What follows belongs to an exercise in optimizing a design on an open flow for small area, a short achievable clock period and few clock cycles per item; a production flow would make more cautious choices.
In this exercise RTL edits were held to simulation tests only and were not proved equivalent to the original.

==> run F <==
// multi
module multi #(parameter N = 32) (a,b,clk,out,load,done);
  input [N-1:0] a,b;
  input clk,load;
  output [2*N-1:0] out;
  output done;
  reg [144:0] r;
  reg dn;
  wire neg0 = b[1];
  wire one0_0, two0_0, ng0_0;
  benc ue0_0 (b[1], b[0], 1'b0, one0_0, two0_0, ng0_0);
  wire one0_1, two0_1, ng0_1;
  benc ue0_1 (b[1], b[0], 1'b0, one0_1, two0_1, ng0_1);
  wire neg1 = b[3];
  wire one1_0, two1_0, ng1_0;
  benc ue1_0 (b[3], b[2], b[1], one1_0, two1_0, ng1_0);
  wire one1_1, two1_1, ng1_1;
  benc ue1_1 (b[3], b[2], b[1], one1_1, two1_1, ng1_1);
  wire neg2 = b[5];
  wire one2_0, two2_0, ng2_0;
  benc ue2_0 (b[5], b[4], b[3], one2_0, two2_0, ng2_0);
  wire one2_1, two2_1, ng2_1;
  benc ue2_1 (b[5], b[4], b[3], one2_1, two2_1, ng2_1);
  wire neg3 = b[7];
  wire one3_0, two3_0, ng3_0;
  benc ue3_0 (b[7], b[6], b[5], one3_0, two3_0, ng3_0);
  wire one3_1, two3_1, ng3_1;
  benc ue3_1 (b[7], b[6], b[5], one3_1, two3_1, ng3_1);
  wire neg4 = b[9];
  wire one4_0, two4_0, ng4_0;
  benc ue4_0 (b[9], b[8], b[7], one4_0, two4_0, ng4_0);
  wire one4_1, two4_1, ng4_1;
  benc ue4_1 (b[9], b[8], b[7], one4_1, two4_1, ng4_1);
  wire neg5 = b[11];
  wire one5_0, two5_0, ng5_0;
  benc ue5_0 (b[11], b[10], b[9], one5_0, two5_0, ng5_0);
  wire one5_1, two5_1, ng5_1;
  benc ue5_1 (b[11], b[10], b[9], one5_1, two5_1, ng5_1);
  wire neg6 = b[13];
  wire one6_0, two6_0, ng6_0;
  benc ue6_0 (b[13], b[12], b[11], one6_0, two6_0, ng6_0);
  wire one6_1, two6_1, ng6_1;
  benc ue6_1 (b[13], b[12], b[11], one6_1, two6_1, ng6_1);
  wire neg7 = b[15];
  wire one7_0, two7_0, ng7_0;
  benc ue7_0 (b[15], b[14], b[13], one7_0, two7_0, ng7_0);
  wire one7_1, two7_1, ng7_1;
  benc ue7_1 (b[15], b[14], b[13], one7_1, two7_1, ng7_1);
  wire neg8 = b[17];
  wire one8_0, two8_0, ng8_0;
  benc ue8_0 (b[17], b[16], b[15], one8_0, two8_0, ng8_0);
  wire one8_1, two8_1, ng8_1;
  ...
==> flow/config.mk <==
export PLATFORM = sky130hd
export DESIGN_NAME = multi
export DESIGN_NICKNAME = multi
export VERILOG_FILES = /design/flow/design.v
export SDC_FILE = /design/flow/constraint.sdc
export NUM_CORES = 4
export LEC_CHECK = 0
export ABC_AREA = 1
export CAP_MARGIN = 20
export CORE_MARGIN = 2
export CORE_UTILIZATION = 50
export SETUP_SLACK_MARGIN = 0.15
export SLEW_MARGIN = 20
export SYNTH_HIERARCHICAL = 1
==> flow/constraint.sdc <==
create_clock -name core_clock -period 4.0 [get_ports {clk}]
set_input_delay 0.8000 -clock core_clock [delete_from_list [all_inputs] [get_ports {clk}]]
set_output_delay 0.8000 -clock core_clock [all_outputs]
set_load 0.01 [all_outputs]
run.sh (not shown) runs the stock make flow with config.mk's settings and CLKGATE_MAP_FILE= SYNTH_SCRIPT=/design/flow/synth_recipe.tcl, a recipe that flattens the netlist after the stock synthesis.
==> inputs of run P, as changes to run F <==
--- a/flow/design.v
+++ b/flow/design.v
@@ -8,11 +8,11 @@
 module multi #(parameter N = 32) (a,b,clk,out,load,done);
   input [N-1:0] a,b;
   input clk,load;
   output [2*N-1:0] out;
   output done;
-  reg [144:0] r;
+  reg [152:0] r;
   reg dn;
   wire neg0 = b[1];
   wire one0_0, two0_0, ng0_0;
   benc ue0_0 (b[1], b[0], 1'b0, one0_0, two0_0, ng0_0);
   wire one0_1, two0_1, ng0_1;
@@ -1522,11 +1522,10 @@
   fa us953 (s837, p15_28, c836, s953, c954);
   wire s955, c956;
   fa us955 (c838, p15_29, s839, s955, c956);
   wire s957, c958;
   fa us957 (p15_30, c840, p14_32, s957, c958);
-  wire [10:0] lo = {1'b0, c854, c852, c850, c848, c846, c844, c842, s841, p0_1, neg0} + {1'b0, s855, s853, s851, s849, s847, s845, s843, p1_0, 1'b0, p0_0};
   always @(posedge clk) begin
     if (load) begin
       dn <= 1'b1;
       r[0] <= s579;
       r[1] <= c758;
@@ -1614,67 +1613,75 @@
       r[83] <= c812;
       r[84] <= s691;
       r[85] <= c814;
       r[86] <= s815;
       r[87] <= p15_31;
-      r[88] <= lo[10];
-      r[89] <= lo[0];
-      r[90] <= lo[1];
-      r[91] <= lo[2];
-      r[92] <= lo[3];
-      r[93] <= lo[4];
-      r[94] <= lo[5];
-      r[95] <= lo[6];
-      r[96] <= lo[7];
-      r[97] <= lo[8];
-      r[98] <= lo[9];
-      r[99] <= c856;
-      r[100] <= s857;
-      r[101] <= c858;
-      r[102] <= s859;
-      r[103] <= c860;
-      r[104] <= s861;
-      r[105] <= c862;
-      r[106] <= s863;
-      r[107] <= c864;
-      r[108] <= s865;
-      r[109] <= c866;
-      r[110] <= s867;
-      r[111] <= c868;
-      r[112] <= s869;
-      r[113] <= c870;
-      r[114] <= s871;
-      r[115] <= c872;
-      r[116] <= s873;
-      r[117] <= c874;
-      r[118] <= s933;
-      r[119] <= c934;
-      r[120] <= s935;
-      r[121] <= c936;
-      r[122] <= s937;
-      r[123] <= c938;
-      r[124] <= s939;
-      r[125] <= c940;
-      r[126] <= s941;
-      r[127] <= c942;
-      r[128] <= s943;
-      r[129] <= c944;
-      r[130] <= s945;
-      r[131] <= c946;
-      r[132] <= s947;
-      r[133] <= c948;
-      r[134] <= s949;
-      r[135] <= c950;
-      r[136] <= s951;
-      r[137] <= c952;
-      r[138] <= s953;
-      r[139] <= c954;
-      r[140] <= s955;
-      r[141] <= c956;
-      r[142] <= s957;
-      r[143] <= c958;
-      r[144] <= p15_32;
+      r[88] <= neg0;
+      r[89] <= p0_0;
+      r[90] <= p0_1;
+      r[91] <= s841;
+      r[92] <= p1_0;
+      r[93] <= c842;
+      r[94] <= s843;
+      r[95] <= c844;
+      r[96] <= s845;
+      r[97] <= c846;
+      r[98] <= s847;
+      r[99] <= c848;
+      r[100] <= s849;
+      r[101] <= c850;
+      r[102] <= s851;
+      r[103] <= c852;
+      r[104] <= s853;
+      r[105] <= c854;
+      r[106] <= s855;
+      r[107] <= c856;
+      r[108] <= s857;
+      r[109] <= c858;
+      r[110] <= s859;
+      r[111] <= c860;
+      r[112] <= s861;
+      r[113] <= c862;
+      r[114] <= s863;
+      r[115] <= c864;
+      r[116] <= s865;
+      r[117] <= c866;
+      r[118] <= s867;
+      r[119] <= c868;
+      r[120] <= s869;
+      r[121] <= c870;
+      r[122] <= s871;
+      r[123] <= c872;
+      r[124] <= s873;
+      r[125] <= c874;
+      r[126] <= s933;
+      r[127] <= c934;
+      r[128] <= s935;
+      r[129] <= c936;
+      r[130] <= s937;
+      r[131] <= c938;
+      r[132] <= s939;
+      r[133] <= c940;
+      r[134] <= s941;
+      r[135] <= c942;
+      r[136] <= s943;
+      r[137] <= c944;
+      r[138] <= s945;
+      r[139] <= c946;
+      r[140] <= s947;
+      r[141] <= c948;
+      r[142] <= s949;
+      r[143] <= c950;
+      r[144] <= s951;
+      r[145] <= c952;
+      r[146] <= s953;
+      r[147] <= c954;
+      r[148] <= s955;
+      r[149] <= c956;
+      r[150] <= s957;
+      r[151] <= c958;
+      r[152] <= p15_32;
     end
   end
   wire s875, c876;
   fa us875 (r[2], r[0], r[1], s875, c876);
   wire s877, c878;
@@ -1733,14 +1740,13 @@
   fa us929 (r[83], r[81], r[82], s929, c930);
   wire s931, c932;
   fa us931 (r[86], r[84], r[85], s931, c932);
   wire s959 = ~r[87];
   wire c960 = r[87];
-  wire [2*N-1:0] x0 = {1'b1, c960, r[143], r[141], r[139], r[137], r[135], r[133], r[131], r[129], r[127], r[125], r[123], r[121], r[119], c932, c930, c928, c926, c924, c922, c920, c918, c916, c914, c912, c910, c908, c906, c904, c902, c900, c898, c896, c894, c892, c890, c888, c886, c884, c882, c880, c878, c876, r[117], r[115], r[113], r[111], r[109], r[107], r[105], r[103], r[101], r[99], r[98], r[97], r[96], r[95], r[94], r[93], r[92], r[91], r[90], r[89]};
-  wire [2*N-1:0] x1 = {1'b0, r[144], s959, r[142], r[140], r[138], r[136], r[134], r[132], r[130], r[128], r[126], r[124], r[122], r[120], r[118], s931, s929, s927, s925, s923, s921, s919, s917, s915, s913, s911, s909, s907, s905, s903, s901, s899, s897, s895, s893, s891, s889, s887, s885, s883, s881, s879, s877, s875, r[116], r[114], r[112], r[110], r[108], r[106], r[104], r[102], r[100], 1'b0, 1'b0, 1'b0, 1'b0, 1'b0, 1'b0, 1'b0, 1'b0, 1'b0, 1'b0};
-  assign out[9:0] = x0[9:0];
-  assign out[2*N-1:10] = x0[2*N-1:10] + x1[2*N-1:10] + r[88];
+  wire [2*N-1:0] x0 = {1'b1, c960, r[151], r[149], r[147], r[145], r[143], r[141], r[139], r[137], r[135], r[133], r[131], r[129], r[127], c932, c930, c928, c926, c924, c922, c920, c918, c916, c914, c912, c910, c908, c906, c904, c902, c900, c898, c896, c894, c892, c890, c888, c886, c884, c882, c880, c878, c876, r[125], r[123], r[121], r[119], r[117], r[115], r[113], r[111], r[109], r[107], r[105], r[103], r[101], r[99], r[97], r[95], r[93], r[91], r[90], r[88]};
+  wire [2*N-1:0] x1 = {1'b0, r[152], s959, r[150], r[148], r[146], r[144], r[142], r[140], r[138], r[136], r[134], r[132], r[130], r[128], r[126], s931, s929, s927, s925, s923, s921, s919, s917, s915, s913, s911, s909, s907, s905, s903, s901, s899, s897, s895, s893, s891, s889, s887, s885, s883, s881, s879, s877, s875, r[124], r[122], r[120], r[118], r[116], r[114], r[112], r[110], r[108], r[106], r[104], r[102], r[100], r[98], r[96], r[94], r[92], 1'b0, r[89]};
+  assign out = x0 + x1;
   assign done = dn;
 endmodule
 module benc (input b1, input b0, input bm1, output onen, output twon, output neg);
   assign onen = ~(b0 ^ bm1);
   assign twon = ~((b1 & ~b0 & ~bm1) | (~b1 & b0 & bm1));
- ABC_AREA: 1 -> 0
- SETUP_SLACK_MARGIN: 0.15 -> 0.1
==> summary of the runs <==
Against run P, the count of clock-buffer cells in the layout of run F is lower by 1.
Of run P and run F, run F has the higher maximum frequency (gap about 20%, measured against run F).
Critical path depth: run F is lower than run P (6).
In run F the synthesized cell count is higher than in run P, by 20%.
Against run F, the area after synthesis of run P is lower by 3.9%.
In run F the via count is larger than in run P, by 5.7%.
Between run F and run P, the lower core utilization is in run F (gap 2.2 points).
In run F the sequential cell count is lower than in run P, by 8.
Design area is about the same in run P and run F.
Of run F and run P, run F has the higher routed wire length (gap about 1.9%, measured against run P).
Run F completed with no timing, DRC or antenna violations. Run P completed, yet does not pass: setup timing.
==> figures <==
	run P	run F
Outcome	failed layout checks	no timing/DRC/antenna violations
Reasons for failing layout checks	setup timing	-
Crit path largest cell delay	0.50 ns	0.57 ns
Site Rows	87	88
Inst Count DP	3919	4368
Area used by sequential logic in the layout	4590 sq um	4350 sq um
Synthesized-area fraction occupied by ao, oa, aoi and oai cells	0.176	0.126
Type of element capturing the critical path	output port	flop
Arrival time worst endpoint	4.06 ns	4.10 ns
Area of all placed cells without fillers	38100 sq um	38100 sq um
DR pass1 iterations	5	6
Non-clock buffers, area share	0.198	0.161
Final standard cell utilization of the core	0.680	0.659
Tcrit/Tclk final	1.22	0.976
Unique cell type count in the Yosys netlist	64	37
Sink count of the clock tree	153	145
Die outline area	58300 sq um	60600 sq um
Filler cell count	4254	4747
Grt met2 use	0.525	0.522
Critical-path cell with the highest stage delay	sky130_fd_sc_hd__edfxtp_1	sky130_fd_sc_hd__fa_1
Testbench counts of run F, summed over its fixed seeds: cycles 2,048, items 2,048.
Testbench counts of run P, summed over its fixed seeds: cycles 2,048, items 2,048.

[re-timing with driven ports]
The results above use ideal ports. As a check the final layouts listed here were re-extracted and re-timed, cells and wires unchanged. Step 1 (the two cells are an assumption about what drives the block):
set clk [get_ports {clk}]
set_driving_cell -lib_cell sky130_fd_sc_hd__clkbuf_16 $clk
set_driving_cell -lib_cell sky130_fd_sc_hd__buf_2 [delete_from_list [all_inputs] $clk]
Step 2 moves the port delays by t, midway between the first and last clock arrival at a register: inputs arrive t later, outputs are due t later. That takes back most of the time a late clock gives input paths. a / b / c = ideal / step 1 / step 2; a / b = the first two.
run	t (ns)	setup slack, ns	latest minus earliest clock arrival (ns)
run F	0.492	0.097 / 0.120 / -0.373	0.018 / 0.017
run P	0.510	-0.861 / -0.916 / -0.486	0.018 / 0.018
Met with ideal ports but missed after step 2: setup timing in run F. For run F, which loses most, drivers alone change the setup slack by +0.023 ns; drivers and shift together by -0.470 ns.
